This is an optimization exercise on Yosys and OpenROAD, whose aim is small area and a short achievable clock period, not a production implementation.
Where RTL was checked, it was by simulation tests only, not by an equivalence proof against the original.
No functional check of the RTL was part of runs 1 to 5.
Power is estimated from default activity; no workload was simulated.

[flow/flow/run.sh]
#!/bin/bash
# Standard ORFS layout, with the smallest buffer (buf_1) on every input and
# output port, and clock tree synthesis without dummy loads.
set -euo pipefail
export BUFFER_PORTS_ARGS="-buffer_cell sky130_fd_sc_hd__buf_1"
export CTS_ARGS="-sink_clustering_enable -repair_clock_nets -dont_use_dummy_load -sink_clustering_size 100 -sink_clustering_max_diameter 500 -buf_list sky130_fd_sc_hd__clkbuf_16 -root_buf sky130_fd_sc_hd__clkbuf_16"
bash standard.sh > standard_flow.log 2>&1
[flow/standard.sh]
#!/bin/bash
# synth_recipe.tcl (not shown) runs the flow's synth.tcl, then flattens the netlist and writes it again
# the make line also repeats each setting of config.mk as NAME=value (left out here)
make -C /OpenROAD-flow-scripts/flow DESIGN_CONFIG=/design/flow/config.mk WORK_HOME=/design/flow/orfs CLKGATE_MAP_FILE= SYNTH_SCRIPT=/design/flow/synth_recipe.tcl "${@:-finish}"
[flow/config.mk]
export PLATFORM = sky130hd
export DESIGN_NAME = AGU_top
export DESIGN_NICKNAME = AGU_top
export VERILOG_FILES = /design/flow/design.v
export SDC_FILE = /design/flow/constraint.sdc
export NUM_CORES = 4
export LEC_CHECK = 0
export ABC_AREA = 1
export CAP_MARGIN = 20
export CORE_MARGIN = 2
export CORE_UTILIZATION = 40
export SETUP_SLACK_MARGIN = 5
export SLEW_MARGIN = 20
[flow/constraint.sdc]
create_clock -name core_clock -period 8.0 [get_ports {clk}]
set_input_delay 1.6000 -clock core_clock [delete_from_list [all_inputs] [get_ports {clk}]]
set_output_delay 1.6000 -clock core_clock [all_outputs]
set_load 0.01 [all_outputs]
[flow/design.v]
`timescale 10ns / 1ps
module AGU_top(
    input clk,
    input rst,
    input AGU_enable,
    output logic [$clog2(8192/16)-1:0] MA0_idx,
    output logic [$clog2(8192/16)-1:0] MA1_idx,
    output logic [$clog2(8192/16)-1:0] MA2_idx,
    output logic [$clog2(8192/16)-1:0] MA3_idx,
    output logic [$clog2(8192/16)-1:0] MA4_idx,
    output logic [$clog2(8192/16)-1:0] MA5_idx,
    output logic [$clog2(8192/16)-1:0] MA6_idx,
    output logic [$clog2(8192/16)-1:0] MA7_idx,
    output logic [$clog2(8192/16)-1:0] MA8_idx,
    output logic [$clog2(8192/16)-1:0] MA9_idx,
    output logic [$clog2(8192/16)-1:0] MA10_idx,
    output logic [$clog2(8192/16)-1:0] MA11_idx,
    output logic [$clog2(8192/16)-1:0] MA12_idx,
    output logic [$clog2(8192/16)-1:0] MA13_idx,
    output logic [$clog2(8192/16)-1:0] MA14_idx,
    output logic [$clog2(8192/16)-1:0] MA15_idx,
    output logic [$clog2(16) + 1-1:0] BN0_idx,
    output logic [$clog2(16) + 1-1:0] BN1_idx,
    output logic [$clog2(16) + 1-1:0] BN2_idx,
    output logic [$clog2(16) + 1-1:0] BN3_idx,
    output logic [$clog2(16) + 1-1:0] BN4_idx,
    output logic [$clog2(16) + 1-1:0] BN5_idx,
    output logic [$clog2(16) + 1-1:0] BN6_idx,
    output logic [$clog2(16) + 1-1:0] BN7_idx,
    output logic [$clog2(16) + 1-1:0] BN8_idx,
    output logic [$clog2(16) + 1-1:0] BN9_idx,
    output logic [$clog2(16) + 1-1:0] BN10_idx,
    output logic [$clog2(16) + 1-1:0] BN11_idx,
    output logic [$clog2(16) + 1-1:0] BN12_idx,
    output logic [$clog2(16) + 1-1:0] BN13_idx,
    output logic [$clog2(16) + 1-1:0] BN14_idx,
    output logic [$clog2(16) + 1-1:0] BN15_idx,
    output logic AGU_done_out,
    output logic BN_MA_out_en,
    output logic [2:0] l_AGU_out
);
    logic [4:0] en_d;       
    logic [2:0] rcnt;       
    logic [1:0] L;          
    logic [8:0] C;          
    logic e, first, wrap;
    logic [1:0] L_nxt;
    logic [8:0] C_nxt;
    assign e     = en_d[4];
    assign first = (rcnt == 3'd5);
    assign wrap  = (&C) | first;
    always_comb begin
        if (!e) begin
            C_nxt = 9'd0;
            L_nxt = L;
        end else if (wrap) begin
            C_nxt = 9'd0;
            L_nxt = (L == 2'd2) ? 2'd0 : L + 2'd1;
        end else begin
            C_nxt = C + 9'd1;
            L_nxt = L;
        end
    end
    always_ff @(posedge clk or posedge rst) begin
        if (rst) begin
            en_d <= 5'd0;
            rcnt <= 3'd0;
            L    <= 2'd0;
            C    <= 9'd0;
        end else begin
            en_d <= {en_d[3:0], AGU_enable};
            rcnt <= rcnt + {2'd0, ~&rcnt};
            L    <= L_nxt;
            C    <= C_nxt;
        end
    end
    logic [2:0] G;
    always_ff @(posedge clk or posedge rst) begin
        if (rst) G <= 3'd0;
        else     G <= {en_d[3] & (L_nxt == 2'd2), en_d[3] & (L_nxt == 2'd1), en_d[3] & (L_nxt == 2'd0)};
    end
    logic [8:0] ma_d0, ma_d1;
    always_comb begin
        for (int k = 5; k < 9; k++) begin
            ma_d0[k] = (G[1] & C[13-k]) | (G[2] & C[9-k]);
            ma_d1[k] = ma_d0[k] | G[0];
        end
        for (int k = 1; k < 5; k++) begin
            ma_d0[k] = (G[0] & C[k+4]) | (G[2] & C[9-k]);
            ma_d1[k] = ma_d0[k] | G[1];
        end
        ma_d0[0] = (G[0] | G[1]) & C[4];
        ma_d1[0] = ma_d0[0] | G[2];
    end
    logic [3:0] S, sa, sb;
    logic       sc;
    always_comb begin
        sa = G[2] ? {C[2], C[3], C[4], C[5]} : C[3:0];
        sb = ({4{G[0]}} & C[7:4]) | ({4{G[1]}} & {C[6], C[7], C[8], C[5]}) | ({4{G[2]}} & {C[6], C[7], C[8], C[1]});
        sc = (G[0] & C[8]) | (G[1] & C[4]) | (G[2] & C[0]);
        S = sa + sb + {3'd0, sc};
    end
    logic eS0, eS0n, eS1, eS1n, eS2, eS2n, eS3, eS3n, x10;
    logic [3:0] cy2;
    logic [7:0] cy3;
    logic [1:0] bn_d0;
    logic [3:0] bn_d1;
    logic [7:0] bn_d2;
    logic [15:0] bn_d3;
    always_comb begin
        eS0 = e & S[0]; eS0n = e & ~S[0];
        eS1 = e & S[1]; eS1n = e & ~S[1];
        eS2 = e & S[2]; eS2n = e & ~S[2];
        eS3 = e & S[3]; eS3n = e & ~S[3];
        bn_d0[0] = eS0;
        bn_d0[1] = eS0n;
        bn_d1[0] = eS1;
        bn_d1[1] = S[0] ? eS1n : eS1;
        bn_d1[2] = eS1n;
        bn_d1[3] = S[0] ? eS1 : eS1n;
        for (int v = 0; v < 4; v++) begin
            cy2[v] = ({1'b0, S[1:0]} + v) >= 3'd4;
            bn_d2[v]     = cy2[v] ? eS2n : eS2;
            bn_d2[v + 4] = cy2[v] ? eS2 : eS2n;
        end
        for (int v = 0; v < 8; v++) begin
            cy3[v] = ({1'b0, S[2:0]} + v) >= 4'd8;
            bn_d3[v]     = cy3[v] ? eS3n : eS3;
            bn_d3[v + 8] = cy3[v] ? eS3 : eS3n;
        end
    end
    logic [1:0]  ma_r0, ma_r1, ma_r2, ma_r3, ma_r4, ma_r5, ma_r6, ma_r7, ma_r8;
    logic [1:0]  bn_r0;
    logic [3:0]  bn_r1;
    logic [7:0]  bn_r2;
    logic [15:0] bn_r3;
    always_ff @(posedge clk or posedge rst) begin
        if (rst) begin
            ma_r0 <= '0; ma_r1 <= '0; ma_r2 <= '0; ma_r3 <= '0; ma_r4 <= '0;
            ma_r5 <= '0; ma_r6 <= '0; ma_r7 <= '0; ma_r8 <= '0;
            bn_r0 <= '0; bn_r1 <= '0; bn_r2 <= '0; bn_r3 <= '0;
            AGU_done_out <= 1'b0;
            BN_MA_out_en <= 1'b0;
            l_AGU_out    <= 3'd0;
        end else begin
            ma_r0 <= {ma_d1[0], ma_d0[0]}; ma_r1 <= {ma_d1[1], ma_d0[1]};
            ma_r2 <= {ma_d1[2], ma_d0[2]}; ma_r3 <= {ma_d1[3], ma_d0[3]};
            ma_r4 <= {ma_d1[4], ma_d0[4]}; ma_r5 <= {ma_d1[5], ma_d0[5]};
            ma_r6 <= {ma_d1[6], ma_d0[6]}; ma_r7 <= {ma_d1[7], ma_d0[7]};
            ma_r8 <= {ma_d1[8], ma_d0[8]};
            bn_r0 <= bn_d0; bn_r1 <= bn_d1; bn_r2 <= bn_d2; bn_r3 <= bn_d3;
            AGU_done_out <= G[2] & (&C);
            BN_MA_out_en <= e;
            l_AGU_out    <= e ? {1'b0, L_nxt} : 3'd0;
        end
    end
    assign MA0_idx = {ma_r8[0], ma_r7[0], ma_r6[0], ma_r5[0], ma_r4[0], ma_r3[0], ma_r2[0], ma_r1[0], ma_r0[0]};
    assign MA1_idx = {ma_r8[0], ma_r7[0], ma_r6[0], ma_r5[1], ma_r4[0], ma_r3[0], ma_r2[0], ma_r1[1], ma_r0[0]};
    assign MA2_idx = {ma_r8[0], ma_r7[0], ma_r6[1], ma_r5[0], ma_r4[0], ma_r3[0], ma_r2[1], ma_r1[0], ma_r0[0]};
    assign MA3_idx = {ma_r8[0], ma_r7[0], ma_r6[1], ma_r5[1], ma_r4[0], ma_r3[0], ma_r2[1], ma_r1[1], ma_r0[0]};
    assign MA4_idx = {ma_r8[0], ma_r7[1], ma_r6[0], ma_r5[0], ma_r4[0], ma_r3[1], ma_r2[0], ma_r1[0], ma_r0[0]};
    assign MA5_idx = {ma_r8[0], ma_r7[1], ma_r6[0], ma_r5[1], ma_r4[0], ma_r3[1], ma_r2[0], ma_r1[1], ma_r0[0]};
    assign MA6_idx = {ma_r8[0], ma_r7[1], ma_r6[1], ma_r5[0], ma_r4[0], ma_r3[1], ma_r2[1], ma_r1[0], ma_r0[0]};
    assign MA7_idx = {ma_r8[0], ma_r7[1], ma_r6[1], ma_r5[1], ma_r4[0], ma_r3[1], ma_r2[1], ma_r1[1], ma_r0[0]};
    assign MA8_idx = {ma_r8[1], ma_r7[0], ma_r6[0], ma_r5[0], ma_r4[1], ma_r3[0], ma_r2[0], ma_r1[0], ma_r0[1]};
    assign MA9_idx = {ma_r8[1], ma_r7[0], ma_r6[0], ma_r5[1], ma_r4[1], ma_r3[0], ma_r2[0], ma_r1[1], ma_r0[1]};
    assign MA10_idx = {ma_r8[1], ma_r7[0], ma_r6[1], ma_r5[0], ma_r4[1], ma_r3[0], ma_r2[1], ma_r1[0], ma_r0[1]};
    assign MA11_idx = {ma_r8[1], ma_r7[0], ma_r6[1], ma_r5[1], ma_r4[1], ma_r3[0], ma_r2[1], ma_r1[1], ma_r0[1]};
    assign MA12_idx = {ma_r8[1], ma_r7[1], ma_r6[0], ma_r5[0], ma_r4[1], ma_r3[1], ma_r2[0], ma_r1[0], ma_r0[1]};
    assign MA13_idx = {ma_r8[1], ma_r7[1], ma_r6[0], ma_r5[1], ma_r4[1], ma_r3[1], ma_r2[0], ma_r1[1], ma_r0[1]};
    assign MA14_idx = {ma_r8[1], ma_r7[1], ma_r6[1], ma_r5[0], ma_r4[1], ma_r3[1], ma_r2[1], ma_r1[0], ma_r0[1]};
    assign MA15_idx = {ma_r8[1], ma_r7[1], ma_r6[1], ma_r5[1], ma_r4[1], ma_r3[1], ma_r2[1], ma_r1[1], ma_r0[1]};
    assign BN0_idx = {1'b0, bn_r3[0], bn_r2[0], bn_r1[0], bn_r0[0]};
    assign BN1_idx = {1'b0, bn_r3[2], bn_r2[2], bn_r1[2], bn_r0[0]};
    assign BN2_idx = {1'b0, bn_r3[4], bn_r2[4], bn_r1[0], bn_r0[0]};
    assign BN3_idx = {1'b0, bn_r3[6], bn_r2[6], bn_r1[2], bn_r0[0]};
    assign BN4_idx = {1'b0, bn_r3[8], bn_r2[0], bn_r1[0], bn_r0[0]};
    assign BN5_idx = {1'b0, bn_r3[10], bn_r2[2], bn_r1[2], bn_r0[0]};
    assign BN6_idx = {1'b0, bn_r3[12], bn_r2[4], bn_r1[0], bn_r0[0]};
    assign BN7_idx = {1'b0, bn_r3[14], bn_r2[6], bn_r1[2], bn_r0[0]};
    assign BN8_idx = {1'b0, bn_r3[1], bn_r2[1], bn_r1[1], bn_r0[1]};
    assign BN9_idx = {1'b0, bn_r3[3], bn_r2[3], bn_r1[3], bn_r0[1]};
    assign BN10_idx = {1'b0, bn_r3[5], bn_r2[5], bn_r1[1], bn_r0[1]};
    assign BN11_idx = {1'b0, bn_r3[7], bn_r2[7], bn_r1[3], bn_r0[1]};
    assign BN12_idx = {1'b0, bn_r3[9], bn_r2[1], bn_r1[1], bn_r0[1]};
    assign BN13_idx = {1'b0, bn_r3[11], bn_r2[3], bn_r1[3], bn_r0[1]};
    assign BN14_idx = {1'b0, bn_r3[13], bn_r2[5], bn_r1[1], bn_r0[1]};
    assign BN15_idx = {1'b0, bn_r3[15], bn_r2[7], bn_r1[3], bn_r0[1]};
endmodule
==> flow_summary.json, run 1 <==
{
  "dp_hpwl_um": 6080,
  "netlist_area_um2": 4330,
  "rsz0062_at_grt": "false",
  "slowest_delay_ps": 630,
  "arrival_ps": 2970,
  "drt_first_pass_iters": 4,
  "initial_core_util": 0.415,
  "status": "finished clean",
  "ios": 232,
  "maxCapViolations": 0,
  "tritoncts": "built",
  "worstHoldPathCells": 0,
  "setup_tns_ps": 0,
  "num_vias": 2932,
  "cp.depth": 10,
  "fill_cells": 1026,
  "drc": 0,
  "clock_latency_ps": 330,
  "syn_to_final_growth_pct": -2.52,
  "synth_most_common_cell": "buf_4",
  "ys_seq_area_frac": 0.428,
  "power_uw": 839,
  "hp-class": "reg2reg",
  "r2r_end": "bn_r3[7]",
  "synth_commonest_cells": "178 x buf_4, 74 x dfrtp_1, 73 x nand2_1",
  "grt-ovfl-total": 0,
  "wl_um": 8000,
  "vias_per_cell": 4.31,
  "syn_area_per_cell_um2": 8.81,
  "numPortBuffers": 214,
  "slew_headroom": 0.324,
  "clkTransAtPathRegs_ps": 50,
  "async_flop_share": 1.00,
  "utilization": 0.405,
  "numCtsBuffers": 9,
  "grt_pass1_vias": 2438,
  "p_per_area_nw_per_um2": 199,
  "synth_edf_count": 0,
  "grt_pass1_wl_um": 12000,
  "dieArea_um2": 11700,
  "coreArea_um2": 10400,
  "synth_cell_type_count": 27,
  "diodes": 0,
  "drtIter0Drc": 157,
  "required_ps": 8200,
  "antenna_found_initial": 0,
  "synth-seq-cells": 74,
  "critical_path_class": "reg2reg",
  "fp.dieW_um": 108,
  "antenna_left": 0,
  "synth.area.top_cells": "dfrtp_1 43%, buf_4 31%, nand2_1 6.3%",
  "grt_use_total": 0.133,
  "cts_root_buf": "clkbuf_16",
  "min_period_ps": 2770,
  "dp_cells": 672,
  "skew_ps": 14.9,
  "ir_drop_mv": 0.0863,
  "nNetsFinal": 558,
  "post-route-period-util": 0.346,
  "hold_viol_final": 0,
  "rows": 37,
  "htree_levels": 3,
  "numClockSinks": 74,
  "slew_viol_final": 0,
  "r2r_setup_slack_ps": 5230,
  "yosys_warnings": 1,
  "routedWlPerCell_um": 11.7,
  "cts_setup_buffers": 0,
  "cpMaxStageDelayCell": "fa_2",
  "path_cells": "inv_1 -> o22ai_1 -> a21oi_1 -> fa_1 -> fa_2 -> nand2_1 -> nor2_2 -> inv_1 -> nand3_1 -> nand2_1",
  "whs_endpoint": "en_d[3]",
  "synth_top_area_frac": 0.428,
  "max_slew.worst_pin.slew_ps": 1010,
  "min_from": "en_d[2]",
  "r2r_start": "G[2]",
  "die_y_um": 108,
  "worst-path-buf-inv": 2,
  "yosys_most_used_dff": "dfrtp_1",
  "critPathTopFamily": "adder cells",
  "hold_ws_ps": 345,
  "start_kind": "register",
  "cts_max_path_buffers": 2,
  "reg2reg_depth": 10,
  "gp_congestion": 0.957,
  "grt_max_degree": 75,
  "p_leak_nw": 2.05,
  "layout-drive-gt1-share": 0.0440,
  "synth_top_cell_by_area": "dfrtp_1",
  "fin_cells": 681,
  "path_max_fanout": 12,
  "timing.fmax_mhz": 362,
  "synthCells": 491,
  "setup_viol": 0,
  "end_kind": "register"
}
## per-stage QoR
| step | setup slack (ps) | cell area [um2] |
|---|---|---|
| after CTS | 5130 | 4210 |
| after global placement | 5200 | 3990 |
| after global routing | 5010 | 4220 |
| after detailed placement | 5010 | 3990 |
| final | 5230 | 4220 |
| after floorplan | 5530 | 4390 |
## sequential cells by signal, indices dropped and copies added (netlist names), 3 cells and up
register / count
bn_r3: 16
C: 9
bn_r2: 8
en_d: 5
bn_r1: 4
G: 3
rcnt: 3
## power by group
group	internal [mW]	switching, mW	total [mW]
Sequential	0.394	0.0187	0.413
Clock	0.196	0.125	0.321
Combinational	0.0307	0.0745	0.105
## cell families after synthesis
kind of cell | share of synthesized area
buf+inv | 0.357
fa+ha+maj | 0.0266
xor+xnor | 0.00607
compound gates | 0.0243
flops | 0.428
simple gates | 0.158
other cells | 0.000867
## timing repair
action                     CTS  global route
setup endpoints to repair    1             8
hold buffers                 0             0
resized for setup            1             2
## layout by cell type (no fill, tap or decap), types with 2 or more instances in the layout
| master | netlist | routed |
|---|---|---|
| buf_1 | 0 | 214 |
| dfrtp_1 | 74 | 73 |
| nand2_1 | 73 | 73 |
| nand3_1 | 42 | 42 |
| inv_1 | 40 | 39 |
| nor2_1 | 27 | 26 |
| conb_1 | 1 | 17 |
| a21oi_1 | 10 | 10 |
| clkbuf_16 | 0 | 9 |
| ha_1 | 6 | 6 |
| nor3_1 | 5 | 5 |
| o21ai_0 | 4 | 4 |
| nand2_2 | 4 | 4 |
| o22ai_1 | 3 | 3 |
| nand4_1 | 2 | 2 |
| xor2_1 | 2 | 2 |
| inv_2 | 2 | 2 |
| or2_2 | 2 | 2 |
| nor2_2 | 1 | 2 |
## final cells by class
class,count,area (um2),share of cell area
Clock buffer,9,225,0.0534
Tap cell,136,170,0.0403
Multi-Input combinational cell,205,997,0.236
Sequential cell,74,1850,0.439
Inverter,42,161,0.0383
Timing Repair Buffer,215,811,0.192
## routing by layer
layer  vias to the layer above  part of all wire  global-route usage  routed length [um]
met4                         0             0.023              0.0723                 184
li1                       1429                 -                   -                   -
met2                       132              0.52               0.232                4120
met3                        18             0.058              0.0223                 460
met5                         -                 0                   0                   0
met1                      1353              0.40               0.156                3230
## worst max-delay path by stage
stage	from	end	slack, ps
2_1_floorplan	G[2]	bn_r3[10]	5530
3_3_place_gp	G[2]	bn_r3[10]	5200
3_5_place_dp	G[2]	bn_r3[7]	5010
4_1_cts	G[2]	bn_r3[7]	5130
5_1_grt	G[2]	bn_r3[10]	5010
6_report	G[2]	bn_r3[7]	5230
==> run 2, diff against run 1 <==
--- a/flow/design.v
+++ b/flow/design.v
@@ -92,13 +92,24 @@
         ma_d0[0] = (G[0] | G[1]) & C[4];
         ma_d1[0] = ma_d0[0] | G[2];
     end
-    logic [3:0] S, sa, sb;
-    logic       sc;
-    always_comb begin
-        sa = G[2] ? {C[2], C[3], C[4], C[5]} : C[3:0];
-        sb = ({4{G[0]}} & C[7:4]) | ({4{G[1]}} & {C[6], C[7], C[8], C[5]}) | ({4{G[2]}} & {C[6], C[7], C[8], C[1]});
-        sc = (G[0] & C[8]) | (G[1] & C[4]) | (G[2] & C[0]);
-        S = sa + sb + {3'd0, sc};
+    logic [3:0] S, dS;
+    always_comb begin
+        casez (C[7:0])
+            8'b???????0: dS = 4'd1;
+            8'b??????01: dS = (L == 2'd2) ? 4'd0  : 4'd1;
+            8'b?????011: dS = (L == 2'd2) ? 4'd6  : 4'd1;
+            8'b????0111: dS = (L == 2'd2) ? 4'd10 : 4'd1;
+            8'b???01111: dS = (L == 2'd2) ? 4'd4  : 4'd2;
+            8'b??011111: dS = (L == 2'd0) ? 4'd2  : 4'd1;
+            8'b?0111111: dS = (L == 2'd0) ? 4'd2  : 4'd7;
+            8'b01111111: dS = (L == 2'd0) ? 4'd2  : 4'd11;
+            default:     dS = (L == 2'd0) ? 4'd3  : 4'd5;
+        endcase
+    end
+    always_ff @(posedge clk or posedge rst) begin
+        if (rst)               S <= 4'd0;
+        else if (!e || wrap)   S <= 4'd0;
+        else                   S <= S + dS;
     end
     logic eS0, eS0n, eS1, eS1n, eS2, eS2n, eS3, eS3n, x10;
     logic [3:0] cy2;
==> flow/flow/run.sh (replaced) <==
#!/bin/bash
# Standard ORFS layout, with the smallest buffer (buf_1) on every input and
# output port, and clock tree synthesis without dummy loads.
set -euo pipefail
export BUFFER_PORTS_ARGS="-buffer_cell sky130_fd_sc_hd__buf_1"
export CTS_ARGS="-sink_clustering_enable -repair_clock_nets -dont_use_dummy_load"
bash standard.sh > standard_flow.log 2>&1
==> flow_summary.json, run 2 <==
{
  "fp.dieW_um": 110,
  "layout-drive-gt1-share": 0.0879,
  "rsz0062_at_grt": "false",
  "timing.fmax_mhz": 381,
  "final_common_cell": "buf_1",
  "drt_first_pass_iters": 5,
  "cts_setup_buffers": 0,
  "htree_levels": 3,
  "dp_hpwl_um": 5810,
  "top_register": "bn_r3",
  "initial_core_util": 0.411,
  "min_period_ps": 2630,
  "worstHoldPathCells": 0,
  "grt_use_total": 0.123,
  "critPathTopFamily": "flip-flops",
  "critical_path_class": "reg2out",
  "vias_per_cell": 4.19,
  "clock_latency_ps": 350,
  "synthCells": 477,
  "start_kind": "register",
  "cts_root_buf": "clkbuf_8",
  "slowest_delay_ps": 440,
  "die_y_um": 110,
  "numPortBuffers": 214,
  "setup_tns_ps": 0,
  "grt_pass1_vias": 2316,
  "synth_most_common_cell": "buf_4",
  "power_uw": 819,
  "routedWlPerCell_um": 11.3,
  "slew_viol_final": 0,
  "synth-seq-cells": 78,
  "diodes": 0,
  "antenna_found_initial": 0,
  "drc": 0,
  "seqCellArea_um2": 1950,
  "required_ps": 6400,
  "grt-ovfl-total": 0,
  "hold_ws_ps": 348,
  "synth_edf_count": 0,
  "grt_pass1_wl_um": 11100,
  "async_flop_share": 1.00,
  "grt_max_degree": 79,
  "post-route-period-util": 0.328,
  "yosys_most_used_dff": "dfrtp_1",
  "synth_commonest_cells": "179 x buf_4, 78 x dfrtp_1, 44 x nand2_1",
  "synth_cell_type_count": 34,
  "hold_buffers": 0,
  "min_from": "en_d[0]",
  "syn_area_per_cell_um2": 9.39,
  "yosys_warnings": 1,
  "nNetsFinal": 551,
  "syn_to_final_growth_pct": -3.91,
  "end_kind": "primary output",
  "numClockSinks": 78,
  "ir_drop_mv": 0.0807,
  "cpMaxStageDelayCell": "dfrtp_1",
  "path_max_fanout": 8,
  "drtIter0Drc": 132,
  "hp-class": "reg2reg",
  "synth.area.top_cells": "dfrtp_1 44%, buf_4 30%, nand2_1 3.7%",
  "crit_start": "ma_r1[1]",
  "status": "finished clean",
  "dieArea_um2": 12100,
  "tritoncts": "built",
  "largestRegisters": "bn_r3: 16 flops, C: 9 flops, bn_r2: 8 flops",
  "clkTransAtPathRegs_ps": 70,
  "cts_max_path_buffers": 2,
  "synth_top_cell_by_area": "dfrtp_1",
  "path_cells": "buf_1",
  "final_cell_mix": "214 x buf_1, 78 x dfrtp_1, 44 x nand2_1, 39 x inv_1, 31 x nor2_1",
  "wl_um": 7600,
  "p_leak_nw": 1.97,
  "skew_ps": 17.2,
  "reg2reg_depth": 14,
  "synth_top_area_frac": 0.436,
  "numCtsBuffers": 9,
  "ys_seq_area_frac": 0.436,
  "r2r_end": "S[2]",
  "p_per_area_nw_per_um2": 190,
  "r2r_setup_slack_ps": 5530,
  "coreArea_um2": 10900,
  "hold_viol_final": 0,
  "num_vias": 2830,
  "fill_cells": 1083,
  "cts_resized": 0,
  "worst-path-buf-inv": 1,
  "setup_viol": 0,
  "multi_input_area_um2": 1060,
  "gp_congestion": 0.827,
  "rows": 38,
  "whs_endpoint": "en_d[1]",
  "arrival_ps": 1030,
  "netlist_area_um2": 4480,
  "r2r_start": "C[0]",
  "antenna_left": 0,
  "maxCapViolations": 0,
  "ios": 232,
  "largest_reg_flops": 16
}
run 2: changes by cell type in the layout (fill, tap and decap cells not counted), sizes merged, moves of 2 or more:
cell    delta
dfrtp      +4
ha         +4
nand2     -28
nand3     -34
nand4      +2
nor2      +14
o21ai     +14
o21bai     +2
o22ai      +5
or2        +7
run 2: kinds of logic after synthesis:
group,Yosys count,synth area share
simple gates,119,0.127
compound gates,41,0.0584
xor+xnor,3,0.00587
other cells,1,0.000837
buf+inv,224,0.340
fa+ha+maj,11,0.0324
flops,78,0.436
run 2: routing by layer:
| metal | track usage | part of all wire |
|---|---|---|
| met1 | 0.150 | 0.42 |
| met3 | 0.0320 | 0.056 |
| met4 | 0.0624 | 0.018 |
| met2 | 0.199 | 0.51 |
| met5 | 0 | 0 |
run 2: power by group:
group          total [mW]  switching, mW  internal, mW
registers           0.451         0.0272         0.424
logic               0.147          0.101        0.0456
clock network       0.221          0.120         0.100
total               0.819          0.249         0.570
run 2: area by class of cell:
class                      instances  share of cell area
timing repair buffer             216               0.193
tap                              140              0.0407
multi-input combinational        191               0.247
clock buffer                       9              0.0288
sequential                        78               0.454
inverter                          41              0.0366
run 2: worst max-delay path by stage:
stage	end	slack (ps)	cells past startpoint
5_1_grt	MA0_idx[0]	5270	1
3_3_place_gp	ma_r6[1]	5420	3
6_report	MA3_idx[1]	5370	1
4_1_cts	MA3_idx[1]	5330	1
2_1_floorplan	AGU_done_out	5520	1
3_5_place_dp	ma_r6[0]	5380	3
run 2: metrics by stage:
step	util	std cells	cell area (um2)	setup slack, ps
after floorplan	-	493	4540	5520
after global placement	0.382	665	4160	5420
after detailed placement	0.382	665	4160	5380
after CTS	0.393	674	4280	5330
after global routing	0.395	675	4300	5270
final	0.395	675	4300	5370
==> run 3, diff against run 2 <==
--- a/flow/config.mk
+++ b/flow/config.mk
@@ -5,7 +5,6 @@
 export SDC_FILE = /design/flow/constraint.sdc
 export NUM_CORES = 4
 export LEC_CHECK = 0
-export ABC_AREA = 1
 export CAP_MARGIN = 20
 export CORE_MARGIN = 2
 export CORE_UTILIZATION = 40
==> flow_summary.json, run 3 <==
{
  "status": "finished clean",
  "hold_ws_ps": 335,
  "top_register": "bn_r3",
  "netlist_area_um2": 4450,
  "worstHoldPathCells": 0,
  "synth_top_area_frac": 0.439,
  "r2r_setup_slack_ps": 5210,
  "hold_buffers": 0,
  "synth_commonest_cells": "179 x buf_4, 78 x dfrtp_1, 38 x nor2_1",
  "ios": 232,
  "largestRegisters": "bn_r3: 16 flops, C: 9 flops, bn_r2: 8 flops",
  "nNetsFinal": 503,
  "timing.fmax_mhz": 359,
  "dp_cells": 618,
  "critical_path_class": "reg2reg",
  "grt_use_total": 0.125,
  "clkTransAtPathRegs_ps": 70,
  "maxCapViolations": 0,
  "layout-drive-gt1-share": 0.0616,
  "numClockSinks": 78,
  "tritoncts": "built",
  "fill_cells": 1062,
  "placed_cell_area_um2": 4090,
  "start_kind": "register",
  "coreArea_um2": 10800,
  "skew_ps": 17.2,
  "synth_cell_type_count": 46,
  "hold_viol_final": 0,
  "drt_first_pass_iters": 6,
  "end_kind": "register",
  "power_uw": 807,
  "antenna_left": 0,
  "largest_reg_flops": 16,
  "yosys_most_used_dff": "dfrtp_1",
  "syn_to_final_growth_pct": -4.92,
  "final_cell_mix": "214 x buf_1, 78 x dfrtp_1, 37 x nor2_1, 17 x conb_1, 13 x and2_1",
  "die_y_um": 109,
  "grt-ovfl-total": 0,
  "synth_top_cell_by_area": "dfrtp_1",
  "async_flop_share": 1.00,
  "slew_viol_final": 0,
  "design_area_um2": 4230,
  "drtIter0Drc": 306,
  "final_common_cell": "buf_1",
  "cts_root_buf": "clkbuf_8",
  "rows": 38,
  "numCtsBuffers": 9,
  "antenna_found_initial": 0,
  "grt_max_degree": 79,
  "path_max_fanout": 6,
  "reg2reg_depth": 13,
  "ys_seq_area_frac": 0.439,
  "r2r_end": "S[3]",
  "min_period_ps": 2790,
  "multi_input_area_um2": 1120,
  "whs_endpoint": "en_d[2]",
  "diodes": 0,
  "p_per_area_nw_per_um2": 191,
  "rsz0062_at_grt": "false",
  "vias_per_cell": 4.31,
  "syn_area_per_cell_um2": 10.1,
  "yosys_warnings": 1,
  "num_vias": 2703,
  "dp_hpwl_um": 5660,
  "clock_latency_ps": 340,
  "numPortBuffers": 214,
  "crit_start": "C[0]",
  "initial_core_util": 0.410,
  "min_from": "en_d[1]",
  "routedWlPerCell_um": 12.3,
  "slew_headroom": 0.366,
  "required_ps": 8250,
  "fp.dieW_um": 109,
  "setup_tns_ps": 0,
  "wl_um": 7740,
  "max_slew.worst_pin.slew_ps": 950,
  "p_leak_nw": 1.88,
  "synth.area.top_cells": "dfrtp_1 44%, buf_4 30%, nor2_1 3.2%",
  "arrival_ps": 3030,
  "ir_drop_mv": 0.0698,
  "grt_pass1_vias": 2205,
  "synth-seq-cells": 78,
  "setup_viol": 0,
  "synth_edf_count": 0,
  "fin_cells": 627,
  "post-route-period-util": 0.348,
  "dieArea_um2": 12000,
  "grt_pass1_wl_um": 11200,
  "r2r_start": "C[0]",
  "synth_most_common_cell": "buf_4",
  "cts_max_path_buffers": 2,
  "htree_levels": 3,
  "seqCellArea_um2": 1950,
  "hp-class": "reg2reg",
  "gp_congestion": 0.805,
  "synthCells": 439,
  "drc": 0
}
==> run 3: routing by layer <==
metal / wire length, um / GRT usage
met1: 3230 / 0.156
met2: 3950 / 0.200
met4: 128 / 0.0561
met5: 0 / 0
met3: 436 / 0.0350
==> run 3: cell families after synthesis <==
group,count (synthesis),synth area share
AND/OR/NAND/NOR,96,0.111
AO/OA/AOI/OAI,31,0.0529
other,1,0.000843
multiplexers,3,0.00675
XOR/XNOR,17,0.0335
flip-flops,78,0.439
buffers and inverters,202,0.324
adder cells (fa/ha/maj),11,0.0326
==> run 3: what timing repair did <==
action,4_1_cts,5_1_grt
endpoints found under the setup margin,0,2
setup buffers,0,0
resized for setup,0,3
==> run 3: cell type report <==
| type | count | area share |
|---|---|---|
| Tap cell | 140 | 0.0414 |
| Sequential cell | 78 | 0.462 |
| Multi-Input combinational cell | 175 | 0.266 |
| Timing Repair Buffer | 215 | 0.192 |
| Clock buffer | 9 | 0.0293 |
| Inverter | 10 | 0.00977 |
==> run 3: worst max-delay path, stage by stage, from the launching register on <==
cell       delay [ps]
dfrtp_1           430
ha_2              260
nand3_2           130
inv_1              70
ha_1              220
nor2_2            130
o2111ai_2         150
a221o_1           340
o21ai_0            90
ha_1              180
a21oi_1            80
and3_1            200
a211o_1           260
a21oi_1           150
==> run 3: through the flow <==
step	setup WS (ps)	util
final	5210	0.390
after CTS	5060	0.389
after detailed placement	5070	0.378
after global routing	5020	0.390
after global placement	5260	0.378
after floorplan	5390	-
==> run 3: worst max-delay path by stage <==
stage	endpoint	slack (ps)	cells past startpoint
6_report	S[3]	5210	13
5_1_grt	S[3]	5020	13
4_1_cts	S[3]	5060	13
3_5_place_dp	S[3]	5070	13
3_3_place_gp	S[3]	5260	13
2_1_floorplan	S[3]	5390	13
==> run 3: power breakdown <==
part | total (mW) | internal [mW] | switching [mW]
logic | 0.138 | 0.0490 | 0.0886
registers | 0.452 | 0.422 | 0.0301
clock network | 0.217 | 0.100 | 0.117
total | 0.807 | 0.572 | 0.235
==> run 4, diff against run 3 <==
--- a/flow/design.v
+++ b/flow/design.v
@@ -40,14 +40,15 @@
     output logic [2:0] l_AGU_out
 );
     logic [4:0] en_d;       
-    logic [2:0] rcnt;       
+    logic       started;    
+    logic       qpend;      
     logic [1:0] L;          
     logic [8:0] C;          
     logic e, first, wrap;
     logic [1:0] L_nxt;
     logic [8:0] C_nxt;
     assign e     = en_d[4];
-    assign first = (rcnt == 3'd5);
+    assign first = qpend;
     assign wrap  = (&C) | first;
     always_comb begin
         if (!e) begin
@@ -64,12 +65,14 @@
     always_ff @(posedge clk or posedge rst) begin
         if (rst) begin
             en_d <= 5'd0;
-            rcnt <= 3'd0;
+            started <= 1'b0;
+            qpend   <= 1'b0;
             L    <= 2'd0;
             C    <= 9'd0;
         end else begin
             en_d <= {en_d[3:0], AGU_enable};
-            rcnt <= rcnt + {2'd0, ~&rcnt};
+            started <= 1'b1;
+            qpend   <= (~started & AGU_enable) | (qpend & ~e);
             L    <= L_nxt;
             C    <= C_nxt;
         end
--- a/flow/flow/run.sh
+++ b/flow/flow/run.sh
@@ -4,4 +4,5 @@
 set -euo pipefail
 export BUFFER_PORTS_ARGS="-buffer_cell sky130_fd_sc_hd__buf_1"
 export CTS_ARGS="-sink_clustering_enable -repair_clock_nets -dont_use_dummy_load"
+export SETUP_SLACK_MARGIN=5.6
 bash standard.sh > standard_flow.log 2>&1
--- a/flow/config.mk
+++ b/flow/config.mk
@@ -5,8 +5,8 @@
 export SDC_FILE = /design/flow/constraint.sdc
 export NUM_CORES = 4
 export LEC_CHECK = 0
+export ABC_AREA = 1
 export CAP_MARGIN = 20
 export CORE_MARGIN = 2
 export CORE_UTILIZATION = 40
-export SETUP_SLACK_MARGIN = 5
 export SLEW_MARGIN = 20
==> flow_summary.json, run 4 <==
{
  "top_register": "bn_r3",
  "synth_cell_type_count": 27,
  "cts_root_buf": "clkbuf_8",
  "start_kind": "register",
  "ios": 232,
  "diodes": 0,
  "largestRegisters": "bn_r3: 16 flops, C: 9 flops, bn_r2: 8 flops",
  "pwr-share-clk": 0.246,
  "grt-ovfl-total": 0,
  "utilization": 0.467,
  "numPortBuffers": 214,
  "final_cell_mix": "126 x clkbuf_2, 67 x buf_6, 57 x dfrtp_1, 53 x nand2_1, 44 x inv_1",
  "setup_tns_ps": 0,
  "yosys_most_used_dff": "dfrtp_1",
  "num_vias": 2978,
  "die_y_um": 109,
  "arrival_ps": 990,
  "grt_max_degree": 78,
  "nNetsFinal": 567,
  "rows": 38,
  "required_ps": 6400,
  "ys_seq_area_frac": 0.437,
  "status": "finished clean",
  "post-route-period-util": 0.324,
  "synthCells": 486,
  "min_period_ps": 2590,
  "hp-class": "reg2reg",
  "ir_drop_mv": 0.0621,
  "dieArea_um2": 11900,
  "power_frac_comb": 0.244,
  "switching_share": 0.308,
  "final_common_cell": "clkbuf_2",
  "yosys_warnings": 1,
  "synth.area.top_cells": "dfrtp_1 44%, buf_4 30%, nand2_1 4.7%",
  "slew_headroom": 0.475,
  "drt_first_pass_iters": 5,
  "dp_hpwl_um": 5530,
  "antenna_found_initial": 0,
  "max_slew.worst_pin.slew_ps": 784,
  "critical_path_class": "reg2out",
  "fp.dieW_um": 109,
  "p_seq_frac": 0.510,
  "numCtsBuffers": 9,
  "grt_pass1_vias": 2435,
  "timing.fmax_mhz": 386,
  "gp_congestion": 0.860,
  "syn_to_final_growth_pct": 14.5,
  "drtIter0Drc": 145,
  "synth_most_common_cell": "buf_4",
  "syn_area_per_cell_um2": 9.06,
  "p_per_area_nw_per_um2": 177,
  "maxCapViolations": 0,
  "cpMaxStageDelayCell": "dfrtp_2",
  "largest_reg_flops": 16,
  "htree_levels": 3,
  "wl_um": 8230,
  "synth_commonest_cells": "178 x buf_4, 77 x dfrtp_1, 55 x nand2_1",
  "path_cells": "buf_2",
  "vias_per_cell": 4.30,
  "worst-path-buf-inv": 1,
  "slowest_delay_ps": 480,
  "skew_ps": 24.5,
  "clkTransAtPathRegs_ps": 70,
  "p_leak_nw": 2.85,
  "cts_max_path_buffers": 2,
  "synth_top_cell_by_area": "dfrtp_1",
  "critPathTopFamily": "flip-flops",
  "place_worst_setup_slack_ps": 5410,
  "path_max_fanout": 8,
  "initial_core_util": 0.408,
  "p_switching_uw": 275,
  "grt_use_total": 0.125,
  "tritoncts": "built",
  "fin_ws_ps": 5410,
  "async_flop_share": 1.00,
  "synth_edf_count": 0,
  "grt_pass1_wl_um": 11600,
  "antenna_left": 0,
  "netlist_area_um2": 4410,
  "synth-seq-cells": 77,
  "routedWlPerCell_um": 11.9,
  "layout-drive-gt1-share": 0.509,
  "coreArea_um2": 10800,
  "rsz0062_at_grt": "true",
  "cell_internal_pwr_uw": 618,
  "numClockSinks": 77,
  "synth_top_area_frac": 0.437,
  "drc": 0,
  "hold_viol_final": 0,
  "setup_viol": 0,
  "end_kind": "primary output",
  "clock_latency_ps": 350,
  "slew_viol_final": 0
}
==> run 4: changes by cell type in the layout (fill, tap and decap cells not counted), moves of 21 or more <==
cell	before	now
dfrtp_1	78	57
buf_6	0	67
clkbuf_2	0	126
inv_1	7	44
nand2_1	8	53
buf_1	214	2
==> run 4: metrics by stage <==
step	hold WS, ps	power, mW	cell area, um2	cells
CTS	348	0.864	4530	689
global route	349	0.939	5040	692
finish	342	0.893	5040	692
floorplan	331	0.641	4470	502
detailed placement	336	0.626	4110	675
global placement	334	0.624	4110	675
==> run 4: power by group through the flow <==
stage	clock network, mW	registers [mW]	logic [mW]
detailed placement	0	0.457	0.169
finish	0.220	0.455	0.218
CTS	0.225	0.452	0.187
global route	0.237	0.461	0.241
floorplan	0	0.460	0.182
global placement	0	0.455	0.169
==> run 4: path summary, 6_finish.rpt <==
kind | from | end | slack (ps) | cells after the start
min | en_d[2] | en_d[3] | 340 | 0
max reg2reg | C[1] | S[1] | 5670 | 13
min reg2reg | en_d[2] | en_d[3] | 340 | 0
min in group asynchronous | rst | ma_r6[0] | 1440 | 3
max | ma_r5[1] | MA3_idx[5] | 5410 | 1
max in group asynchronous | rst | bn_r0[1] | 6060 | 3
==> run 4: kinds of logic (layout without fill, tap and decap cells) <==
kind of cell / count (synthesis) / after routing / share of synthesized area
other: 2 / 18 / 0.00170
AO/OA/AOI/OAI: 39 / 39 / 0.0500
adder cells (fa/ha/maj): 10 / 10 / 0.0301
XOR/XNOR: 3 / 3 / 0.00597
buffers and inverters: 229 / 279 / 0.347
AND/OR/NAND/NOR: 126 / 126 / 0.128
flip-flops: 77 / 77 / 0.437
==> run 4: layout make-up <==
| cell class | instances | area, um2 |
|---|---|---|
| clock buffer | 9 | 124 |
| fill | 1032 | 5750 |
| inverter | 47 | 180 |
| multi-input combinational | 196 | 1060 |
| sequential | 77 | 1950 |
| tap | 140 | 175 |
| timing repair buffer | 223 | 1550 |
==> run 4: what timing repair did <==
action	in CTS	in global routing
gates resized for setup	107	229
hold buffers	0	0
cloned	0	0
setup endpoints to repair	215	256
buffers inserted	5	3
pin swaps	2	6
==> run 4: metal layers <==
| layer | wire length (um) | vias up | global-route usage |
|---|---|---|---|
| li1 | - | 1428 | - |
| met1 | 3270 | 1420 | 0.158 |
| met2 | 4360 | 122 | 0.212 |
| met3 | 505 | 8 | 0.0263 |
| met4 | 99 | 0 | 0.0467 |
| met5 | 0 | - | 0 |
==> run 5, diff against run 4 <==
--- a/flow/flow/run.sh
+++ b/flow/flow/run.sh
@@ -4,5 +4,5 @@
 set -euo pipefail
 export BUFFER_PORTS_ARGS="-buffer_cell sky130_fd_sc_hd__buf_1"
 export CTS_ARGS="-sink_clustering_enable -repair_clock_nets -dont_use_dummy_load"
-export SETUP_SLACK_MARGIN=5.6
+export SKIP_REPAIR_TIE_FANOUT=1
 bash standard.sh > standard_flow.log 2>&1
--- a/flow/config.mk
+++ b/flow/config.mk
@@ -9,4 +9,5 @@
 export CAP_MARGIN = 20
 export CORE_MARGIN = 2
 export CORE_UTILIZATION = 40
+export SETUP_SLACK_MARGIN = 5
 export SLEW_MARGIN = 20
==> flow_summary.json, run 5 <==
{
  "timing.fmax_mhz": 381,
  "placed_cell_area_um2": 4040,
  "synth_most_common_cell": "buf_4",
  "required_ps": 8230,
  "ys_seq_area_frac": 0.437,
  "drt_first_pass_iters": 4,
  "dp_cells": 659,
  "post-route-period-util": 0.328,
  "hold_buffers": 0,
  "synth_cell_type_count": 27,
  "largestRegisters": "bn_r3: 16 flops, C: 9 flops, bn_r2: 8 flops",
  "synth_edf_count": 0,
  "yosys_warnings": 1,
  "ir_drop_mv": 0.0590,
  "layout-drive-gt1-share": 0.0568,
  "status": "finished clean",
  "cts_setup_buffers": 0,
  "antenna_found_initial": 0,
  "num_vias": 2787,
  "ios": 232,
  "synth.area.top_cells": "dfrtp_1 44%, buf_4 30%, nand2_1 4.7%",
  "slew_headroom": 0.363,
  "drtIter0Drc": 132,
  "die_y_um": 109,
  "clkTransAtPathRegs_ps": 70,
  "drc": 0,
  "worst-path-buf-inv": 1,
  "dp_hpwl_um": 5560,
  "wl_um": 7410,
  "rsz0062_at_grt": "false",
  "final_cell_mix": "214 x buf_1, 77 x dfrtp_1, 55 x nand2_1, 45 x inv_1, 36 x nor2_1",
  "place_worst_setup_slack_ps": 5350,
  "synth_commonest_cells": "178 x buf_4, 77 x dfrtp_1, 55 x nand2_1",
  "design_area_um2": 4170,
  "skew_ps": 12.9,
  "nNetsFinal": 543,
  "antenna_left": 0,
  "path_cells": "ha_1 -> nand2_1 -> nor2_4 -> ha_1 -> nor2_1 -> nand3_1 -> nor2_1 -> nand2_1 -> nand4_1 -> ha_1 -> inv_1 -> fa_1 -> xor2_1 -> nor2_1",
  "numClockSinks": 77,
  "top_register": "bn_r3",
  "grt_use_total": 0.124,
  "gp_congestion": 0.813,
  "critical_path_class": "reg2reg",
  "vias_per_cell": 4.17,
  "setup_tns_ps": 0,
  "fp.dieW_um": 109,
  "slowest_delay_ps": 440,
  "routedWlPerCell_um": 11.1,
  "async_flop_share": 1.00,
  "synthCells": 486,
  "syn_to_final_growth_pct": -5.42,
  "cts_root_buf": "clkbuf_8",
  "cts_max_path_buffers": 2,
  "hold_viol_final": 0,
  "grt_max_degree": 78,
  "synth_top_area_frac": 0.437,
  "grt-ovfl-total": 0,
  "hp-class": "reg2reg",
  "numPortBuffers": 214,
  "grt_pass1_wl_um": 11400,
  "tritoncts": "built",
  "arrival_ps": 2850,
  "netlist_area_um2": 4410,
  "cts_resized": 0,
  "final_common_cell": "buf_1",
  "clock_latency_ps": 350,
  "min_period_ps": 2620,
  "yosys_most_used_dff": "dfrtp_1",
  "rows": 38,
  "numCtsBuffers": 9,
  "critPathTopFamily": "adder cells",
  "syn_area_per_cell_um2": 9.06,
  "fin_ws_ps": 5380,
  "setup_viol": 0,
  "coreArea_um2": 10800,
  "htree_levels": 3,
  "fin_cells": 668,
  "p_per_area_nw_per_um2": 200,
  "initial_core_util": 0.408,
  "dieArea_um2": 11900,
  "p_leak_nw": 1.94,
  "grt_pass1_vias": 2373,
  "largest_reg_flops": 16,
  "diodes": 0,
  "synth_top_cell_by_area": "dfrtp_1",
  "end_kind": "register",
  "maxCapViolations": 0,
  "slew_viol_final": 0,
  "start_kind": "register",
  "cpMaxStageDelayCell": "dfrtp_1",
  "max_slew.worst_pin.slew_ps": 956,
  "synth-seq-cells": 77,
  "path_max_fanout": 7
}
run 5: cell counts after synthesis:
No cell type changed its count.
run 5: layout make-up:
cell class                      count  area [um2]
Timing Repair Buffer              215         811
Inverter                           47         180
Clock buffer                        9         124
Fill cell                        1060        6630
Sequential cell                    77        1930
Tap cell                          140         175
Multi-Input combinational cell    180         950
run 5: worst reg2reg max path: cells and delay by family, from the launching register on:
family / cells / cell delay (ps)
adders and majority gates: 4 / 1010
and+or+nand+nor: 8 / 830
DFF: 1 / 440
buffers and inverters: 1 / 60
xor gates and xnor gates: 1 / 160
run 5: power breakdown:
part	internal [mW]	total (mW)	switching (mW)
clock network	0.100	0.221	0.120
logic	0.0520	0.167	0.115
registers	0.416	0.447	0.0311
run 5: kinds of logic after synthesis:
| logic type | Yosys count | share of synthesized area |
|---|---|---|
| xor+xnor | 3 | 0.00597 |
| buf+inv | 229 | 0.347 |
| fa+ha+maj | 10 | 0.0301 |
| other cells | 2 | 0.00170 |
| simple gates | 126 | 0.128 |
| flops | 77 | 0.437 |
| compound gates | 39 | 0.0500 |
run 5: per-stage QoR:
step / utilization / hold WS [ps] / power (mW)
after floorplan: - / 331 / 0.641
after global placement: 0.375 / 339 / 0.623
after global routing: 0.386 / 360 / 0.885
after detailed placement: 0.375 / 337 / 0.624
final: 0.386 / 347 / 0.834
after CTS: 0.386 / 354 / 0.845
run 5: final timing paths:
check                              from  endpoint  slack (ps)  cells after the start
max in group asynchronous           rst      C[7]        5810                      3
worst max register to register     C[0]      S[2]        5380                     14
worst max-delay path               C[0]      S[2]        5380                     14
worst min register to register  en_d[2]   en_d[3]         350                      0
min in group asynchronous           rst  ma_r8[1]        1540                      3
worst min-delay path            en_d[2]   en_d[3]         350                      0
run 5: per-layer routing:
metal  track usage  wire [um]
met5             0          0
met4        0.0824        219
met3        0.0221        453
met2         0.193       3590
met1         0.156       3150
==> run 6, diff against run 5 <==
--- a/flow/design.v
+++ b/flow/design.v
@@ -78,10 +78,7 @@
         end
     end
     logic [2:0] G;
-    always_ff @(posedge clk or posedge rst) begin
-        if (rst) G <= 3'd0;
-        else     G <= {en_d[3] & (L_nxt == 2'd2), en_d[3] & (L_nxt == 2'd1), en_d[3] & (L_nxt == 2'd0)};
-    end
+    assign G = {e & (L == 2'd2), e & (L == 2'd1), e & (L == 2'd0)};
     logic [8:0] ma_d0, ma_d1;
     always_comb begin
         for (int k = 5; k < 9; k++) begin
==> flow/flow/run.sh (replaced) <==
#!/bin/bash
# Standard ORFS layout, with the smallest buffer (buf_1) on every input and
# output port, clock tree synthesis without dummy loads, and one shared tie
# cell for the constant outputs.
set -euo pipefail
export BUFFER_PORTS_ARGS="-buffer_cell sky130_fd_sc_hd__buf_1"
export CTS_ARGS="-sink_clustering_enable -repair_clock_nets -dont_use_dummy_load"
export SKIP_REPAIR_TIE_FANOUT=1
bash standard.sh > standard_flow.log 2>&1
--- a/flow/config.mk
+++ b/flow/config.mk
@@ -9,5 +9,5 @@
 export CAP_MARGIN = 20
 export CORE_MARGIN = 2
 export CORE_UTILIZATION = 40
-export SETUP_SLACK_MARGIN = 5
+export SETUP_SLACK_MARGIN = 4
 export SLEW_MARGIN = 20
==> flow_summary.json, run 6 <==
{
  "design_area_um2": 4080,
  "diodes": 0,
  "arrival_ps": 970,
  "clkTransAtPathRegs_ps": 60,
  "end_kind": "primary output",
  "min_from": "en_d[3]",
  "largestRegisters": "bn_r3: 16 flops, C: 9 flops, bn_r2: 8 flops",
  "crit_start": "ma_r6[1]",
  "reg2reg_depth": 14,
  "dp_cells": 644,
  "numPortBuffers": 214,
  "status": "finished clean",
  "tritoncts": "built",
  "critical_path_class": "reg2out",
  "netlist_area_um2": 4330,
  "syn_area_per_cell_um2": 9.12,
  "max_slew.worst_pin.slew_ps": 908,
  "syn_to_final_growth_pct": -5.78,
  "vias_per_cell": 4.20,
  "htree_levels": 3,
  "power_uw": 877,
  "drt_first_pass_iters": 4,
  "cpMaxStageDelayCell": "dfrtp_1",
  "coreArea_um2": 10400,
  "ios": 232,
  "antenna_found_initial": 0,
  "drc": 0,
  "die_y_um": 108,
  "maxCapViolations": 0,
  "numClockSinks": 74,
  "yosys_warnings": 1,
  "drtIter0Drc": 103,
  "synth_top_cell_by_area": "dfrtp_1",
  "hold_buffers": 0,
  "dieArea_um2": 11700,
  "ys_seq_area_frac": 0.428,
  "path_cells": "buf_1",
  "fp.dieW_um": 108,
  "start_kind": "register",
  "placed_cell_area_um2": 3960,
  "whs_endpoint": "en_d[4]",
  "utilization": 0.392,
  "setup_tns_ps": 0,
  "grt-ovfl-total": 0,
  "hp-class": "reg2reg",
  "nNetsFinal": 531,
  "setup_viol": 0,
  "largest_reg_flops": 16,
  "antenna_left": 0,
  "rows": 37,
  "yosys_most_used_dff": "dfrtp_1",
  "slew_headroom": 0.395,
  "place_worst_setup_slack_ps": 5460,
  "wl_um": 7420,
  "synthCells": 475,
  "grt_pass1_wl_um": 11200,
  "cts_root_buf": "clkbuf_8",
  "fill_cells": 1042,
  "grt_use_total": 0.124,
  "p_leak_nw": 1.83,
  "skew_ps": 18.7,
  "async_flop_share": 1.00,
  "r2r_start": "C[0]",
  "clock_latency_ps": 350,
  "cts_max_path_buffers": 2,
  "min_period_ps": 2570,
  "ir_drop_mv": 0.0880,
  "top_register": "bn_r3",
  "r2r_setup_slack_ps": 5520,
  "p_per_area_nw_per_um2": 215,
  "grt_max_degree": 75,
  "slew_viol_final": 0,
  "required_ps": 6400,
  "num_vias": 2740,
  "hold_ws_ps": 348,
  "cts_setup_buffers": 0,
  "path_max_fanout": 8,
  "numCtsBuffers": 9,
  "hold_viol_final": 0,
  "slowest_delay_ps": 460,
  "dp_hpwl_um": 5630,
  "routedWlPerCell_um": 11.4,
  "synth_cell_type_count": 31,
  "synth_top_area_frac": 0.428,
  "fin_ws_ps": 5430,
  "synth_edf_count": 0,
  "post-route-period-util": 0.322,
  "initial_core_util": 0.416,
  "cts_resized": 0,
  "fin_cells": 653,
  "final_common_cell": "buf_1",
  "critPathTopFamily": "flip-flops",
  "synth-seq-cells": 74,
  "gp_congestion": 0.803,
  "worst-path-buf-inv": 1,
  "final_cell_mix": "214 x buf_1, 74 x dfrtp_1, 57 x nand2_1, 35 x nor2_1, 33 x inv_1",
  "synth.area.top_cells": "dfrtp_1 43%, buf_4 31%, nand2_1 4.9%",
  "r2r_end": "S[2]",
  "timing.fmax_mhz": 388,
  "synth_most_common_cell": "buf_4",
  "synth_commonest_cells": "178 x buf_4, 74 x dfrtp_1, 57 x nand2_1",
  "layout-drive-gt1-share": 0.0870,
  "grt_pass1_vias": 2286,
  "rsz0062_at_grt": "false",
  "worstHoldPathCells": 0
}
-- run 6: area by class of cell --
| type | instances | area [um2] | area share |
|---|---|---|---|
| Sequential cell | 74 | 1850 | 0.454 |
| Multi-Input combinational cell | 173 | 951 | 0.233 |
| Timing Repair Buffer | 215 | 811 | 0.199 |
| Clock buffer | 9 | 124 | 0.0304 |
| Inverter | 46 | 173 | 0.0423 |
| Tap cell | 136 | 170 | 0.0417 |
-- run 6: where the power goes --
part | switching (mW) | internal [mW]
clock | 0.115 | 0.100
combinational | 0.152 | 0.0655
sequential | 0.0386 | 0.405
total | 0.306 | 0.571
-- run 6: cells by family after synthesis --
| kind of cell | after synthesis | share of synthesized area |
|---|---|---|
| AOI/OAI and AO/OA | 39 | 0.0633 |
| xor gates and xnor gates | 1 | 0.00202 |
| adders and majority gates | 9 | 0.0277 |
| buffers and inverters | 228 | 0.353 |
| DFF | 74 | 0.428 |
| other | 2 | 0.00173 |
| and+or+nand+nor | 122 | 0.125 |
-- run 6: worst max-delay path by stage --
stage	to	slack (ps)	cells after the start
5_1_grt	S[3]	5260	19
4_1_cts	MA9_idx[5]	5390	1
2_1_floorplan	AGU_done_out	4520	1
6_report	MA10_idx[6]	5430	1
3_5_place_dp	ma_r3[0]	5460	3
3_3_place_gp	ma_r8[1]	5500	3
-- run 6: routing by layer --
layer | track usage | wire [um]
met1 | 0.159 | 3100
met2 | 0.200 | 3800
met3 | 0.0386 | 421
met4 | 0.0385 | 95
met5 | 0 | 0
==> run 7, diff against run 6 <==
--- a/flow/config.mk
+++ b/flow/config.mk
@@ -9,5 +9,5 @@
 export CAP_MARGIN = 20
 export CORE_MARGIN = 2
 export CORE_UTILIZATION = 40
-export SETUP_SLACK_MARGIN = 4
+export SETUP_SLACK_MARGIN = 5
 export SLEW_MARGIN = 20
==> flow_summary.json, run 7 <==
{
  "status": "finished clean",
  "routedWlPerCell_um": 11.8,
  "async_flop_share": 1.00,
  "path_cells": "buf_1",
  "design_area_um2": 4080,
  "synth_compound_area_frac": 0.0633,
  "cell_internal_pwr_uw": 571,
  "setup_tns_ps": 0,
  "cpMaxStageDelayCell": "dfrtp_1",
  "r2r_setup_slack_ps": 5450,
  "pwr-share-clk": 0.250,
  "final_common_cell": "buf_1",
  "slew_viol_final": 0,
  "dp_hpwl_um": 5750,
  "p_seq_frac": 0.502,
  "drt_first_pass_iters": 4,
  "grt_max_degree": 75,
  "tritoncts": "built",
  "cts_root_buf": "clkbuf_8",
  "synthMuxAreaShare": 0,
  "synth-xor-area-share": 0.00202,
  "dieArea_um2": 11700,
  "synth_edf_count": 0,
  "slowest_delay_ps": 450,
  "maxCapViolations": 0,
  "arrival_ps": 990,
  "setup_viol": 0,
  "vias_per_cell": 4.21,
  "clkTransAtPathRegs_ps": 60,
  "synth_top_area_frac": 0.428,
  "required_ps": 6400,
  "switching_share": 0.352,
  "grt_use_total": 0.125,
  "syn_area_per_cell_um2": 9.12,
  "placed_cell_area_um2": 3960,
  "fill_cells": 1014,
  "rsz0062_at_grt": "false",
  "gp_congestion": 0.819,
  "diodes": 0,
  "die_y_um": 108,
  "synthAdderAreaFrac": 0.0277,
  "final_cell_mix": "214 x buf_1, 74 x dfrtp_1, 57 x nand2_1, 35 x nor2_1, 33 x inv_1",
  "hold_buffers": 0,
  "yosys_warnings": 1,
  "skew_ps": 22.5,
  "p_switching_uw": 310,
  "cts_setup_buffers": 0,
  "largestRegisters": "bn_r3: 16 flops, C: 9 flops, bn_r2: 8 flops",
  "top_register": "bn_r3",
  "fp.dieW_um": 108,
  "grt_pass1_vias": 2226,
  "synth_top_cell_by_area": "dfrtp_1",
  "p_per_area_nw_per_um2": 216,
  "max_slew.worst_pin.slew_ps": 920,
  "numClockSinks": 74,
  "nNetsFinal": 531,
  "cts_max_path_buffers": 2,
  "p_leak_nw": 1.82,
  "antenna_found_initial": 0,
  "critical_path_class": "reg2out",
  "htree_levels": 3,
  "start_kind": "register",
  "synth_top_family_by_area": "buffers and inverters",
  "drtIter0Drc": 88,
  "synth_cell_type_count": 31,
  "synth-seq-cells": 74,
  "layout-drive-gt1-share": 0.0870,
  "power_uw": 882,
  "coreArea_um2": 10400,
  "yosys.area_share.simple": 0.125,
  "path_max_fanout": 8,
  "wl_um": 7730,
  "ir_drop_mv": 0.0668,
  "numPortBuffers": 214,
  "rows": 37,
  "num_vias": 2751,
  "antenna_left": 0,
  "post-route-period-util": 0.324,
  "utilization": 0.392,
  "ios": 232,
  "ys_seq_area_frac": 0.428,
  "grt_pass1_wl_um": 11300,
  "cts_resized": 0,
  "timing.fmax_mhz": 386,
  "grt-ovfl-total": 0,
  "initial_core_util": 0.416,
  "synthCells": 475,
  "hold_viol_final": 0,
  "synth.area.top_cells": "dfrtp_1 43%, buf_4 31%, nand2_1 4.9%",
  "syn_to_final_growth_pct": -5.69,
  "hp-class": "reg2reg",
  "netlist_area_um2": 4330,
  "worst-path-buf-inv": 1,
  "numCtsBuffers": 9,
  "end_kind": "primary output",
  "critPathTopFamily": "flip-flops",
  "synth_commonest_cells": "178 x buf_4, 74 x dfrtp_1, 57 x nand2_1",
  "largest_reg_flops": 16,
  "yosys_most_used_dff": "dfrtp_1",
  "synth_most_common_cell": "buf_4",
  "min_period_ps": 2590,
  "clock_latency_ps": 360,
  "slew_headroom": 0.387,
  "power_frac_comb": 0.248,
  "drc": 0
}
-- run 7: metrics by stage --
step | setup slack (ps) | hold slack, ps | cells
floorplan | 5570 | 331 | 475
global placement | 5470 | 335 | 644
detailed placement | 5420 | 339 | 644
CTS | 5370 | 354 | 653
global route | 5220 | 357 | 653
finish | 5410 | 351 | 653
-- run 7: final timing paths --
kind,cells after the start,from,to
max in group asynchronous,3,rst,C[5]
min in group asynchronous,3,rst,bn_r3[8]
max reg2reg,14,C[0],S[2]
min,0,en_d[3],en_d[4]
max,1,ma_r0[1],MA9_idx[0]
min reg2reg,0,en_d[3],en_d[4]
-- run 7: metal layers --
| layer | share of wire | up-vias | global-route usage |
|---|---|---|---|
| met3 | 0.060 | 9 | 0.0350 |
| met5 | 0 | - | 0 |
| met1 | 0.42 | 1266 | 0.157 |
| met2 | 0.51 | 113 | 0.206 |
| li1 | - | 1363 | - |
| met4 | 0.014 | 0 | 0.0467 |
-- run 7: kinds of logic (layout without fill, tap and decap cells) --
group | count (synthesis) | count (layout)
other cells | 2 | 2
buf+inv | 228 | 270
simple gates | 122 | 122
flops | 74 | 74
xor+xnor | 1 | 1
fa+ha+maj | 9 | 9
compound gates | 39 | 39
-- run 7: power groups by stage --
| stage | combinational [mW] | sequential (mW) | clock, mW |
|---|---|---|---|
| after floorplan | 0.234 | 0.457 | 0 |
| final | 0.219 | 0.443 | 0.220 |
| after CTS | 0.223 | 0.444 | 0.226 |
| after global routing | 0.246 | 0.450 | 0.241 |
| after detailed placement | 0.223 | 0.451 | 0 |
| after global placement | 0.223 | 0.450 | 0 |
-- run 7: area by class of cell --
class / instances / area [um2] / share of cell area
sequential: 74 / 1850 / 0.453
multi-input combinational: 173 / 951 / 0.233
timing repair buffer: 215 / 811 / 0.199
inverter: 46 / 176 / 0.0432
tap: 136 / 170 / 0.0417
clock buffer: 9 / 124 / 0.0303
==> run 8, diff against run 7 <==
--- a/flow/flow/run.sh
+++ b/flow/flow/run.sh
@@ -4,6 +4,6 @@
 # cell for the constant outputs.
 set -euo pipefail
 export BUFFER_PORTS_ARGS="-buffer_cell sky130_fd_sc_hd__buf_1"
-export CTS_ARGS="-sink_clustering_enable -repair_clock_nets -dont_use_dummy_load"
+export CTS_ARGS="-sink_clustering_enable -repair_clock_nets -dont_use_dummy_load -sink_buffer_max_cap_derate 1.0 -sink_clustering_size 100 -sink_clustering_max_diameter 500 -buf_list sky130_fd_sc_hd__clkbuf_16 -root_buf sky130_fd_sc_hd__clkbuf_16"
 export SKIP_REPAIR_TIE_FANOUT=1
 bash standard.sh > standard_flow.log 2>&1
==> flow_summary.json, run 8 <==
{
  "status": "finished clean",
  "drt-met1-wl_um": 3150,
  "r2r_setup_slack_ps": 5460,
  "numCtsBuffers": 9,
  "routedWlPerCell_um": 11.8,
  "path_cells": "buf_1",
  "fill_cells": 1004,
  "maxCapViolations": 0,
  "hold_buffers": 0,
  "post-route-period-util": 0.322,
  "vias_per_cell": 4.24,
  "grt_use_total": 0.126,
  "largestRegisters": "bn_r3: 16 flops, C: 9 flops, bn_r2: 8 flops",
  "largest_reg_flops": 16,
  "grt_max_degree": 75,
  "cpMaxStageDelayCell": "dfrtp_1",
  "fin_ws_ps": 5420,
  "min_period_ps": 2580,
  "cts_resized": 0,
  "p_per_area_nw_per_um2": 236,
  "syn_area_per_cell_um2": 9.12,
  "tritoncts": "built",
  "synth_top_area_frac": 0.428,
  "grt_pass1_wl_um": 11200,
  "met3_length_um": 436,
  "critPathTopFamily": "flip-flops",
  "cts_setup_buffers": 0,
  "drtIter0Drc": 86,
  "setup_viol": 0,
  "numClockSinks": 74,
  "synth_cell_type_count": 31,
  "power_uw": 988,
  "hp-class": "reg2reg",
  "wl_um": 7690,
  "async_flop_share": 1.00,
  "start_kind": "register",
  "nNetsFinal": 531,
  "coreArea_um2": 10400,
  "htree_levels": 3,
  "final_cell_mix": "214 x buf_1, 74 x dfrtp_1, 57 x nand2_1, 35 x nor2_1, 33 x inv_1",
  "placed_cell_area_um2": 3960,
  "cts_max_path_buffers": 2,
  "synth_edf_count": 0,
  "end_kind": "primary output",
  "antenna_left": 0,
  "met2_length_um": 3980,
  "hold_ws_ps": 347,
  "reg2reg_depth": 14,
  "synthCells": 475,
  "cp.depth": 1,
  "topRoutingLayerUsed": "met4",
  "p_leak_nw": 1.87,
  "grt-ovfl-total": 0,
  "drt_first_pass_iters": 4,
  "num_vias": 2767,
  "synth_commonest_cells": "178 x buf_4, 74 x dfrtp_1, 57 x nand2_1",
  "syn_to_final_growth_pct": -3.35,
  "gp_congestion": 0.819,
  "netlist_area_um2": 4330,
  "clkTransAtPathRegs_ps": 50,
  "path_max_fanout": 8,
  "rsz0062_at_grt": "false",
  "rows": 37,
  "yosys_warnings": 1,
  "synth_most_common_cell": "buf_4",
  "setup_tns_ps": 0,
  "slew_viol_final": 0,
  "hold_viol_final": 0,
  "synth.area.top_cells": "dfrtp_1 43%, buf_4 31%, nand2_1 4.9%",
  "critical_path_class": "reg2out",
  "top_register": "bn_r3",
  "final_common_cell": "buf_1",
  "cts_root_buf": "clkbuf_16",
  "place_worst_setup_slack_ps": 5420,
  "die_y_um": 108,
  "drc": 0,
  "max_slew.worst_pin.slew_ps": 923,
  "required_ps": 6400,
  "arrival_ps": 980,
  "initial_core_util": 0.416,
  "slowest_delay_ps": 470,
  "yosys_most_used_dff": "dfrtp_1",
  "antenna_found_initial": 0,
  "synth_top_cell_by_area": "dfrtp_1",
  "dp_hpwl_um": 5750,
  "worst-path-buf-inv": 1,
  "clock_latency_ps": 330,
  "numPortBuffers": 214,
  "slew_headroom": 0.385,
  "ir_drop_mv": 0.109,
  "timing.fmax_mhz": 388,
  "design_area_um2": 4190,
  "ios": 232,
  "worstHoldPathCells": 0,
  "layout-drive-gt1-share": 0.0870,
  "ys_seq_area_frac": 0.428,
  "dieArea_um2": 11700,
  "grt_pass1_vias": 2226,
  "synth-seq-cells": 74,
  "skew_ps": 16.1,
  "diodes": 0,
  "fp.dieW_um": 108
}
## run 8: worst reg2reg max path: stages, from the launching register on
cell and delay (ps):
dfrtp_1 420, ha_1 280, nand3_2 120, inv_1 70, ha_1 200, nor2_1 110, nand3_1 90, nor2_1 140
nand2_1 80, nand4_1 100, ha_1 170, inv_1 60, fa_1 370, xor2_1 160, nor2_1 60
## run 8: power breakdown
| group | internal (mW) | switching (mW) |
|---|---|---|
| clock | 0.197 | 0.130 |
| sequential | 0.406 | 0.0377 |
| combinational | 0.0656 | 0.153 |
| total | 0.668 | 0.320 |
## run 8: cell families (layout without fill, tap and decap cells)
family / count (synthesis) / count (layout) / synth area share
AOI/OAI and AO/OA: 39 / 39 / 0.0633
xor gates and xnor gates: 1 / 1 / 0.00202
adders and majority gates: 9 / 9 / 0.0277
buffers and inverters: 228 / 270 / 0.353
DFF: 74 / 74 / 0.428
other: 2 / 2 / 0.00173
and+or+nand+nor: 122 / 122 / 0.125
## run 8: worst paths after layout
check / endpoint / from
max: MA8_idx[7] / ma_r7[0]
min: en_d[4] / en_d[3]
max reg2reg: S[2] / C[0]
min reg2reg: en_d[4] / en_d[3]
max in group asynchronous: C[2] / rst
min in group asynchronous: bn_r3[8] / rst
## run 8: final cells by class
cell class | instances | area (um2) | area share
Sequential cell | 74 | 1850 | 0.442
Multi-Input combinational cell | 173 | 951 | 0.227
Timing Repair Buffer | 215 | 811 | 0.194
Clock buffer | 9 | 225 | 0.0538
Inverter | 46 | 176 | 0.0422
Tap cell | 136 | 170 | 0.0407
## run 8: stage by stage
step,cells,util
after floorplan,475,-
after global placement,644,0.380
after detailed placement,644,0.380
after CTS,653,0.402
after global routing,653,0.402
final,653,0.402
## run 8: routing by layer
| metal | global-route usage | vias up |
|---|---|---|
| li1 | - | 1366 |
| met1 | 0.156 | 1276 |
| met2 | 0.207 | 115 |
| met3 | 0.0313 | 10 |
| met4 | 0.0549 | 0 |
| met5 | 0 | - |

what the ideal ports hide:
How much do the figures lean on ideal ports? The routed layouts below were timed once more, with nothing changed but the port constraints.
Step 1: set_driving_cell puts a clkbuf_16 on clk and a buf_2 on each other input, an assumption about the parent block.
Step 2 times the ports against the registers' clock, not the clock port: input delays grow and output delays shrink by t, the midpoint of the rising clock arrivals with the driver on.
a / b / c = no drivers / after step 1 / after step 2; a / b = the first two.
| run | shift t [ns] | setup WS [ns] |
|---|---|---|
| run 1 | 0.360 | 5.234 / 5.234 / 5.234 |
| run 2 | 0.373 | 5.373 / 5.340 / 5.532 |
| run 3 | 0.366 | 5.213 / 5.213 / 5.213 |
| run 4 | 0.364 | 5.410 / 5.383 / 5.671 |
| run 5 | 0.372 | 5.378 / 5.378 / 5.378 |
| run 6 | 0.361 | 5.426 / 5.396 / 5.518 |
| run 7 | 0.369 | 5.409 / 5.380 / 5.452 |
| run 8 | 0.362 | 5.421 / 5.381 / 5.458 |
After both steps setup and hold are still met in every run listed. The worst setup slack also covers recovery checks on asynchronous resets.
